This design comes from an exercise in tuning for small area on the open sky130 flow, not from production work.
In this exercise RTL edits were held to simulation tests only and were not proved equivalent to the original.

== harbor ==
==> flow/design.v (excerpt) <==
module cordic #(
    parameter INPUT_DATA_WIDTH = 16,
    parameter ITERATIONS = 16
)(
    input wire i_clk,
    input wire i_resetn,
    input wire signed [INPUT_DATA_WIDTH - 1:0] i_xIn,
    input wire signed [INPUT_DATA_WIDTH - 1:0] i_yIn,
    input wire signed [31:0] i_angle,
    output reg signed [INPUT_DATA_WIDTH:0] o_xOut,
    output reg signed [INPUT_DATA_WIDTH:0] o_yOut
);
wire [1:0] q = i_angle[31:30];
wire signed [16:0] xs = i_xIn, ys = i_yIn;
wire signed [16:0] w_xpre = (q == 2'b01) ? -ys : (q == 2'b10) ? ys : xs;
wire signed [16:0] w_ypre = (q == 2'b01) ? xs : (q == 2'b10) ? -xs : ys;
wire w_nz29 = |i_angle[28:0];
wire w_d0 = ~q[1] & (i_angle[29] | w_nz29);
wire [1:0] w_t = {q[1], i_angle[29]};
wire [1:0] w_t1 = w_d0 ? w_t - 2'd1 : w_t + 2'd1;
wire w_d1 = (w_t1 == 2'b01) | ((w_t1 == 2'b00) & w_nz29);
reg signed [16:0] r_x0, r_y0;
reg [30:0] r_a1;
reg r_d0, r_d1;
always @(posedge i_clk or negedge i_resetn)
    if (~i_resetn) begin r_x0 <= 17'sd0; r_y0 <= 17'sd0; end
    else begin r_x0 <= w_xpre; r_y0 <= w_ypre; end
always @(posedge i_clk) begin
    r_a1 <= {w_t1, i_angle[28:0]};
    r_d0 <= w_d0;
    r_d1 <= w_d1;
end
wire [16:0] ax0_s;
wire ax0_c1; assign ax0_s[0] = r_x0[0] ^ (r_y0[0] ^ r_d0) ^ r_d0; assign ax0_c1 = (r_x0[0] & (r_y0[0] ^ r_d0)) | (r_x0[0] & r_d0) | ((r_y0[0] ^ r_d0) & r_d0);
wire ax0_c2; assign ax0_s[1] = r_x0[1] ^ (r_y0[1] ^ r_d0) ^ ax0_c1; assign ax0_c2 = (r_x0[1] & (r_y0[1] ^ r_d0)) | (r_x0[1] & ax0_c1) | ((r_y0[1] ^ r_d0) & ax0_c1);
wire ax0_c3; assign ax0_s[2] = r_x0[2] ^ (r_y0[2] ^ r_d0) ^ ax0_c2; assign ax0_c3 = (r_x0[2] & (r_y0[2] ^ r_d0)) | (r_x0[2] & ax0_c2) | ((r_y0[2] ^ r_d0) & ax0_c2);
wire ax0_c4; assign ax0_s[3] = r_x0[3] ^ (r_y0[3] ^ r_d0) ^ ax0_c3; assign ax0_c4 = (r_x0[3] & (r_y0[3] ^ r_d0)) | (r_x0[3] & ax0_c3) | ((r_y0[3] ^ r_d0) & ax0_c3);
  ...
Size: ~3400 cells after synthesis, about 830 flip-flops, ~100 I/O pins, roughly 39000 µm² of cells after synthesis.
clock: 5.5 ns
lec_check: 0
cap_margin: 20
core_margin: 2
core_utilization: 70
cts_cluster_diameter: 90
cts_cluster_size: 28
slew_margin: 20
standard.sh (not shown) runs the stock make flow with config.mk's settings and CLKGATE_MAP_FILE= SYNTH_SCRIPT=/design/flow/synth_recipe.tcl, a recipe that flattens the netlist after the stock synthesis.
==> flow/flow/run.sh <==
#!/bin/bash
# The standard layout (standard.sh: standard synthesis and the ORFS flow), with one change:
# the buffers that placement puts on the input and output ports are the smallest buffer cell,
# sky130_fd_sc_hd__buf_1, instead of the flow's default choice. The make output (every tool's
# output, in order) goes to standard_flow.log here; ORFS keeps each step's own log under orfs/logs.
set -euo pipefail
export BUFFER_PORTS_ARGS="-buffer_cell sky130_fd_sc_hd__buf_1"
bash standard.sh > standard_flow.log 2>&1
The inputs of tundra differ from those of harbor as listed below.
-- flow/config.mk --
<<< harbor, line 8
export CAP_MARGIN = 20
>>> tundra, line 8
export CAP_MARGIN = 10
<<< harbor, line 10
export CORE_UTILIZATION = 70
>>> tundra, line 10
export CORE_UTILIZATION = 60
<<< harbor, line 13
export SLEW_MARGIN = 20
>>> tundra, line 13
export SLEW_MARGIN = 10
[summary]
- Both conditions hold for tundra: the flow ran to the end and the final layout passed the timing, design-rule and antenna checks.
- Summary: wire length, tundra better than harbor
- Diff harbor -> tundra: starting density of the core went down 10 points, die area went up by 16%.
diff inputs: tundra => garnet
-- flow/config.mk --
<<< tundra, line 8
export CAP_MARGIN = 10
>>> garnet, line 8
export CAP_MARGIN = 20
<<< tundra, line 10
export CORE_UTILIZATION = 60
export CTS_CLUSTER_DIAMETER = 90
export CTS_CLUSTER_SIZE = 28
export SLEW_MARGIN = 10
>>> garnet, line 10
export CORE_UTILIZATION = 50
export CTS_CLUSTER_DIAMETER = 95
export CTS_CLUSTER_SIZE = 32
export SLEW_MARGIN = 20
- The top metal layer carrying routed signals comes out met5 in one run and met4 in the other, namely in garnet and tundra respectively.
- In garnet relative to tundra, total number of vias had gone down slightly.
- Comparing garnet and tundra, the higher filler cell count in the final layout is on garnet.
- In garnet relative to tundra, die extent in y had gone up by a little under 10%.
- Of garnet and tundra, it is garnet that has the lower estimated wirelength of the detail-placed design.
--- input diff garnet..maple ---
==> flow/run.sh (new file) <==
#!/bin/bash
# synth_recipe.tcl (not shown) runs the flow's synth.tcl, then flattens the netlist and writes it again
# the make line also repeats each setting of config.mk as NAME=value (left out here)
make -C /OpenROAD-flow-scripts/flow DESIGN_CONFIG=/design/flow/config.mk WORK_HOME=/design/flow/orfs CLKGATE_MAP_FILE= SYNTH_SCRIPT=/design/flow/synth_recipe.tcl finish
-- flow/config.mk --
<<< garnet, line 10
export CORE_UTILIZATION = 50
export CTS_CLUSTER_DIAMETER = 95
export CTS_CLUSTER_SIZE = 32
>>> maple, line 10
export CORE_UTILIZATION = 60
export CTS_CLUSTER_DIAMETER = 90
export CTS_CLUSTER_SIZE = 28
removed: flow/flow/run.sh
removed: flow/standard.sh
Per the comparison of maple with garnet, non-clock buffering overhead in the final layout grew by 1.3 points.
Number of DRC markers after the initial detailed-route iteration in maple is 127 below garnet.
maple closes out successfully: all stages finished, all timing, DRC and antenna checks passed.
garnet leaves less setup margin than maple.
Share of the final layout cell area in sequential cells in maple is 0.30 points below garnet.
Relative to garnet, post-route worst hold slack has decreased by 0.0096 ns in maple.
Compared to garnet, the router laid down more metal wire for maple.
garnet has a lower global-route usage than maple.
maple vs garnet on clock-buffer cell count: maple is the higher one.

* * *

cordic, a different RTL version from the one above (not shown whole).
Size: ~970 flip-flops, about 100 I/O pins, about 50000 um^2 of cells after synthesis.
make LEC_CHECK=0 CAP_MARGIN=20 CORE_MARGIN=2 CORE_UTILIZATION=55 CTS_BUF_LIST=sky130_fd_sc_hd__clkbuf_8 SLEW_MARGIN=20 finish   # period 5.5 ns
run.sh (not shown) runs the stock make flow with config.mk's settings and CLKGATE_MAP_FILE= SYNTH_SCRIPT=/design/flow/synth_recipe.tcl, a recipe that flattens the netlist after the stock synthesis.
Stock flow here: none of the scripts above is used.
The first run completed with no timing, DRC or antenna violations.
Change:
- CORE_UTILIZATION: 55 -> 40
- CTS_BUF_LIST: sky130_fd_sc_hd__clkbuf_8 -> unset
After rerunning: The changed run completed with no timing, DRC or antenna violations; die area rose by 37%; worst setup slack improved by 0.040 ns; wire length fell by 7.9%; global-route usage fell by 6.0 points; hold slack got worse by 0.0052 ns; count of clock-buffer cells in the layout fell by 52; area after synthesis does not change.
Change:
- CORE_UTILIZATION: 40 -> 60
- CTS_CLUSTER_DIAMETER: unset -> 60
- CTS_CLUSTER_SIZE: unset -> 20
Effect: The new run produced a clean layout. Wire length climbs by a few percent. Utilization increases by 21 points. Register-to-register slack is worse by 0.06 ns. Worst setup slack got worse by 0.057 ns. Non-clock buffer count went up by 5. Sequential share of layout area rose by 1.1 points.
Change:
- CORE_UTILIZATION: 60 -> 65
- CTS_BUF_LIST: unset -> sky130_fd_sc_hd__clkbuf_4
- CTS_CLUSTER_DIAMETER: 60 -> unset
- CTS_CLUSTER_SIZE: 20 -> unset
What happened: Global-route usage went up by 1.9 points; hold slack loses 0.023 ns; setup slack degrades by 0.017 ns; via count grows by 4.7%; routed wire length is about the same.

* * *

cordic, a different RTL version from the one above (not shown whole).
Size in the first run: roughly 4000 cells after synthesis, roughly 920 flip-flops, ~100 I/O pins, ~0.046 mm2 of cells after synthesis.
clock: 5.5 ns
lec_check: 0
cap_margin: 20
core_margin: 2
core_utilization: 60
cts_cluster_diameter: 90
cts_cluster_size: 28
slew_margin: 20
The starting point ran to the end with no violations.
Change:
==> flow/flow/run.sh (new file) <==
#!/bin/bash
set -euo pipefail
export BUFFER_PORTS_ARGS="-buffer_cell sky130_fd_sc_hd__buf_1"
bash standard.sh > standard_flow.log 2>&1
==> flow/standard.sh (new file) <==
#!/bin/bash
# synth_recipe.tcl (not shown) runs the flow's synth.tcl, then flattens the netlist and writes it again
# the make line also repeats each setting of config.mk as NAME=value (left out here)
make -C /OpenROAD-flow-scripts/flow DESIGN_CONFIG=/design/flow/config.mk WORK_HOME=/design/flow/orfs CLKGATE_MAP_FILE= SYNTH_SCRIPT=/design/flow/synth_recipe.tcl "${@:-finish}"
removed: flow/run.sh
What happened: The new run passed the timing, design-rule and antenna checks; core utilization goes down by 0.91 points; setup slack is worse by 21 ps; clock skew barely changes.

* * *

== violet ==
RTL: one of the versions met above, not the one the previous note started from.
For scale: about 3400 cells after synthesis.
export LEC_CHECK = 0
export CAP_MARGIN = 20
export CORE_MARGIN = 2
export CORE_UTILIZATION = 60
export CTS_CLUSTER_DIAMETER = 90
export CTS_CLUSTER_SIZE = 28
export GPL_TIMING_DRIVEN = 0
export SLEW_MARGIN = 20
create_clock -name core_clock -period 5.5 [get_ports {i_clk}]
standard.sh (not shown) runs the stock make flow with config.mk's settings and CLKGATE_MAP_FILE= SYNTH_SCRIPT=/design/flow/synth_recipe.tcl, a recipe that flattens the netlist after the stock synthesis.
==> flow/flow/run.sh <==
#!/bin/bash
# The standard layout (standard.sh: standard synthesis and the ORFS flow), with one change:
# the buffers that placement puts on the input and output ports are the smallest buffer cell,
# sky130_fd_sc_hd__buf_1, instead of the flow's default choice. The make output (every tool's
# output, in order) goes to standard_flow.log here; ORFS keeps each step's own log under orfs/logs.
set -euo pipefail
export BUFFER_PORTS_ARGS="-buffer_cell sky130_fd_sc_hd__buf_1"
bash standard.sh > standard_flow.log 2>&1
violet finished every step from synthesis to the final layout, and the layout passed the timing, design-rule and antenna checks.
## Diff of input files: willow against violet
# violet
export LEC_CHECK = 0
export CAP_MARGIN = 20
export CORE_MARGIN = 2
export CORE_UTILIZATION = 60
export CTS_CLUSTER_DIAMETER = 90
export CTS_CLUSTER_SIZE = 28
export GPL_TIMING_DRIVEN = 0
export SLEW_MARGIN = 20
create_clock -name core_clock -period 5.5 [get_ports {i_clk}]
# willow
export LEC_CHECK = 0
export CAP_MARGIN = 20
export CORE_MARGIN = 2
export CORE_UTILIZATION = 50
export CTS_CLUSTER_DIAMETER = 90
export CTS_CLUSTER_SIZE = 28
export SLEW_MARGIN = 20
create_clock -name core_clock -period 5.5 [get_ports {i_clk}]
Notes after the runs:
For willow, the top routing layer in use was met5, unlike violet, where it was met4.
Compared to violet, willow has fmax about 0.53% higher.
When willow is measured against violet, its longest individual stage delay on the worst path turns out 40 ps higher.
Row core utilization of the finished layout: willow lower / violet higher
Taking violet as the reference, in willow area growth from synthesis to final layout fell by 1.4 points, routed wire length lost 6300 um, minimum clock period after layout fell by 28 ps.
willow closes out successfully: all stages finished, all timing, DRC and antenna checks passed.
After synthesis and placement, the instance count of willow is above that of violet.
--- input diff willow..onyx ---
# willow
export LEC_CHECK = 0
export CAP_MARGIN = 20
export CORE_MARGIN = 2
export CORE_UTILIZATION = 50
export CTS_CLUSTER_DIAMETER = 90
export CTS_CLUSTER_SIZE = 28
export SLEW_MARGIN = 20
create_clock -name core_clock -period 5.5 [get_ports {i_clk}]
# onyx
export LEC_CHECK = 0
export CAP_MARGIN = 0
export CORE_MARGIN = 2
export CORE_UTILIZATION = 60
export CTS_CLUSTER_DIAMETER = 90
export CTS_CLUSTER_SIZE = 28
export SLEW_MARGIN = 0
create_clock -name core_clock -period 5.5 [get_ports {i_clk}]
### Flow results
On sequential share of layout area, onyx tracks willow almost exactly. Cell area | onyx vs willow | onyx smaller. Summary: with willow as the reference, number of global-route vias before repair in onyx moved down slightly. Final net count: onyx vs willow — no meaningful difference. | required time of the worst setup path | onyx vs willow | 20 ps higher |. Going from willow to onyx, the wire length of the first global-routing pass was found to have gone up by 2.6%. Between willow and onyx, the difference in area of combinational cells with multiple inputs is negligible. Of willow and onyx, onyx shows the higher time the final worst path needs with I/O delays and setup, with willow below it.
Relative to onyx, the following input files were edited for juniper:
# onyx
export LEC_CHECK = 0
export CAP_MARGIN = 0
export CORE_MARGIN = 2
export CORE_UTILIZATION = 60
export CTS_CLUSTER_DIAMETER = 90
export CTS_CLUSTER_SIZE = 28
export SLEW_MARGIN = 0
create_clock -name core_clock -period 5.5 [get_ports {i_clk}]
# juniper
export LEC_CHECK = 0
export CAP_MARGIN = 20
export CORE_MARGIN = 2
export CORE_UTILIZATION = 60
export CTS_CLUSTER_DIAMETER = 90
export CTS_CLUSTER_SIZE = 28
export SLEW_MARGIN = 20
create_clock -name core_clock -period 5.5 [get_ports {i_clk}]
--- outcome ---
- Between juniper and onyx, the wire length figures differ only marginally.
- onyx → juniper: final RePlAce weighted congestion now sits at about the same level; final critical path time including I/O delays and setup now sits at about the same level; number of distinct library cells after synthesis now sits at about the same level.
- Comparing onyx against juniper, there is no change at all in count of clock-buffer cells in the layout.

* * *

Setup of wip/fjord:
RTL: one of the versions met above, not the one the previous note started from.
Size: ~970 flip-flops, roughly 100 I/O pins.
make LEC_CHECK=0 CAP_MARGIN=20 CORE_MARGIN=2 CORE_UTILIZATION=60 CTS_CLUSTER_DIAMETER=100 CTS_CLUSTER_SIZE=32 SLEW_MARGIN=20 finish   # period 5.5 ns
run.sh (not shown) runs the stock make flow with config.mk's settings and CLKGATE_MAP_FILE= SYNTH_SCRIPT=/design/flow/synth_recipe.tcl, a recipe that flattens the netlist after the stock synthesis.
Stock flow here: none of the scripts above is used.
#### Input delta (wip/pepper over wip/fjord)
-- flow/config.mk --
<<< wip/fjord, line 10
export CORE_UTILIZATION = 60
export CTS_CLUSTER_DIAMETER = 100
export CTS_CLUSTER_SIZE = 32
export SLEW_MARGIN = 20
>>> wip/pepper, line 10
export CORE_UTILIZATION = 60
export CTS_CLUSTER_DIAMETER = 90
export CTS_CLUSTER_SIZE = 28
export GPL_TIMING_DRIVEN = 0
export SLEW_MARGIN = 20
Number of search-and-repair iterations in the first detailed-routing pass, wip/pepper and wip/fjord: smaller value in wip/pepper
Worst slack after detailed placement in wip/pepper vs wip/fjord: down 1.21 ns
For non-clock buffer count, dividing the value from wip/pepper by the value from wip/fjord gives 1.17.
Comparing wip/pepper and wip/fjord, the lower fill cell total of the finished layout is on wip/pepper.
Compared with wip/fjord, wip/pepper shows layout overhead on the synthesized area higher by 0.67 points.
> inputs changed (wip/pepper -> wip/nickel)
-- flow/config.mk --
<<< wip/pepper, line 10
export CORE_UTILIZATION = 60
export CTS_CLUSTER_DIAMETER = 90
export CTS_CLUSTER_SIZE = 28
export GPL_TIMING_DRIVEN = 0
export SLEW_MARGIN = 20
>>> wip/nickel, line 10
export CORE_UTILIZATION = 60
export CTS_CLUSTER_DIAMETER = 80
export CTS_CLUSTER_SIZE = 25
export SLEW_MARGIN = 20
==> run notes <==
- wip/nickel has completed all stages; timing, DRC and antenna checks passed.
- wip/pepper → wip/nickel: worst-case hold slack increased by 0.022 ns relative to the old numbers, register cell area after layout about even, first-pass GRT wire length now sits higher.
- On smallest setup slack after layout: between wip/pepper and wip/nickel, it ends up lower for wip/pepper.
- The launching element of the worst setup path comes out r_xn15[15] in one run and r_dd2 in the other, namely in wip/nickel and wip/pepper respectively.
- Delta (wip/nickel minus wip/pepper): synthesis-to-finish area growth climbed 0.31 points, fraction of area in registers now smaller, routed wire length grew by 250 um.

port drivers added, routing unchanged:
Ports are ideal in the flow. The routed layouts listed here were re-timed in OpenROAD.
Step 1 assumes that a clkbuf_16 drives the clock port and a buf_2 every other input.
Step 2, shift: input delay + t, output delay - t, t = (earliest + latest rising clock arrival at the registers) / 2. This alone moves slack from input paths to output paths.
Slacks: ideal / step 1 / step 2; pairs: ideal / step 1.
run | t, ns | setup WS [ns] | hold WS [ns] | worst setup path after step 2 | worst register clock-pin slew, ns
harbor | 0.660 | 0.141 / 0.141 / 0.141 | 0.316 / 0.316 / 0.316 | register to register | 0.11 / 0.11
tundra | 0.657 | 0.131 / 0.131 / 0.131 | 0.331 / 0.331 / 0.331 | register to register | 0.10 / 0.10
garnet | 0.657 | 0.141 / 0.141 / 0.141 | 0.330 / 0.330 / 0.330 | register to register | 0.12 / 0.12
maple | 0.646 | 0.195 / 0.195 / 0.195 | 0.321 / 0.321 / 0.321 | register to register | 0.11 / 0.11
the first run of note 2 | 0.877 | 0.433 / 0.433 / 0.433 | 0.353 / 0.353 / 0.353 | register to register | 0.07 / 0.07
the second run of note 2 | 0.750 | 0.473 / 0.473 / 0.473 | 0.347 / 0.347 / 0.347 | register to register | 0.06 / 0.06
the third run of note 2 | 0.683 | 0.415 / 0.415 / 0.415 | 0.358 / 0.358 / 0.358 | register to register | 0.08 / 0.08
the fourth run of note 2 | 1.075 | 0.398 / 0.398 / 0.398 | 0.335 / 0.335 / 0.335 | register to register | 0.07 / 0.07
the first run of note 3 | 0.672 | 0.204 / 0.204 / 0.204 | 0.334 / 0.334 / 0.334 | register to register | 0.10 / 0.10
the second run of note 3 | 0.651 | 0.183 / 0.183 / 0.183 | 0.326 / 0.326 / 0.326 | register to register | 0.11 / 0.11
violet | 0.649 | 0.138 / 0.138 / 0.138 | 0.297 / 0.297 / 0.297 | register to register | 0.11 / 0.11
willow | 0.655 | 0.166 / 0.166 / 0.166 | 0.321 / 0.321 / 0.321 | register to register | 0.11 / 0.11
onyx | 0.657 | 0.131 / 0.131 / 0.131 | 0.331 / 0.331 / 0.331 | register to register | 0.10 / 0.10
juniper | 0.657 | 0.131 / 0.131 / 0.131 | 0.331 / 0.331 / 0.331 | register to register | 0.10 / 0.10
wip/fjord | 0.669 | 0.415 / 0.415 / 0.415 | 0.357 / 0.357 / 0.357 | register to register | 0.12 / 0.12
wip/pepper | 0.675 | 0.229 / 0.229 / 0.229 | 0.335 / 0.335 / 0.335 | register to register | 0.11 / 0.11
wip/nickel | 0.689 | 0.404 / 0.404 / 0.404 | 0.357 / 0.357 / 0.357 | register to register | 0.10 / 0.10
After both steps setup and hold are still met in every run listed.
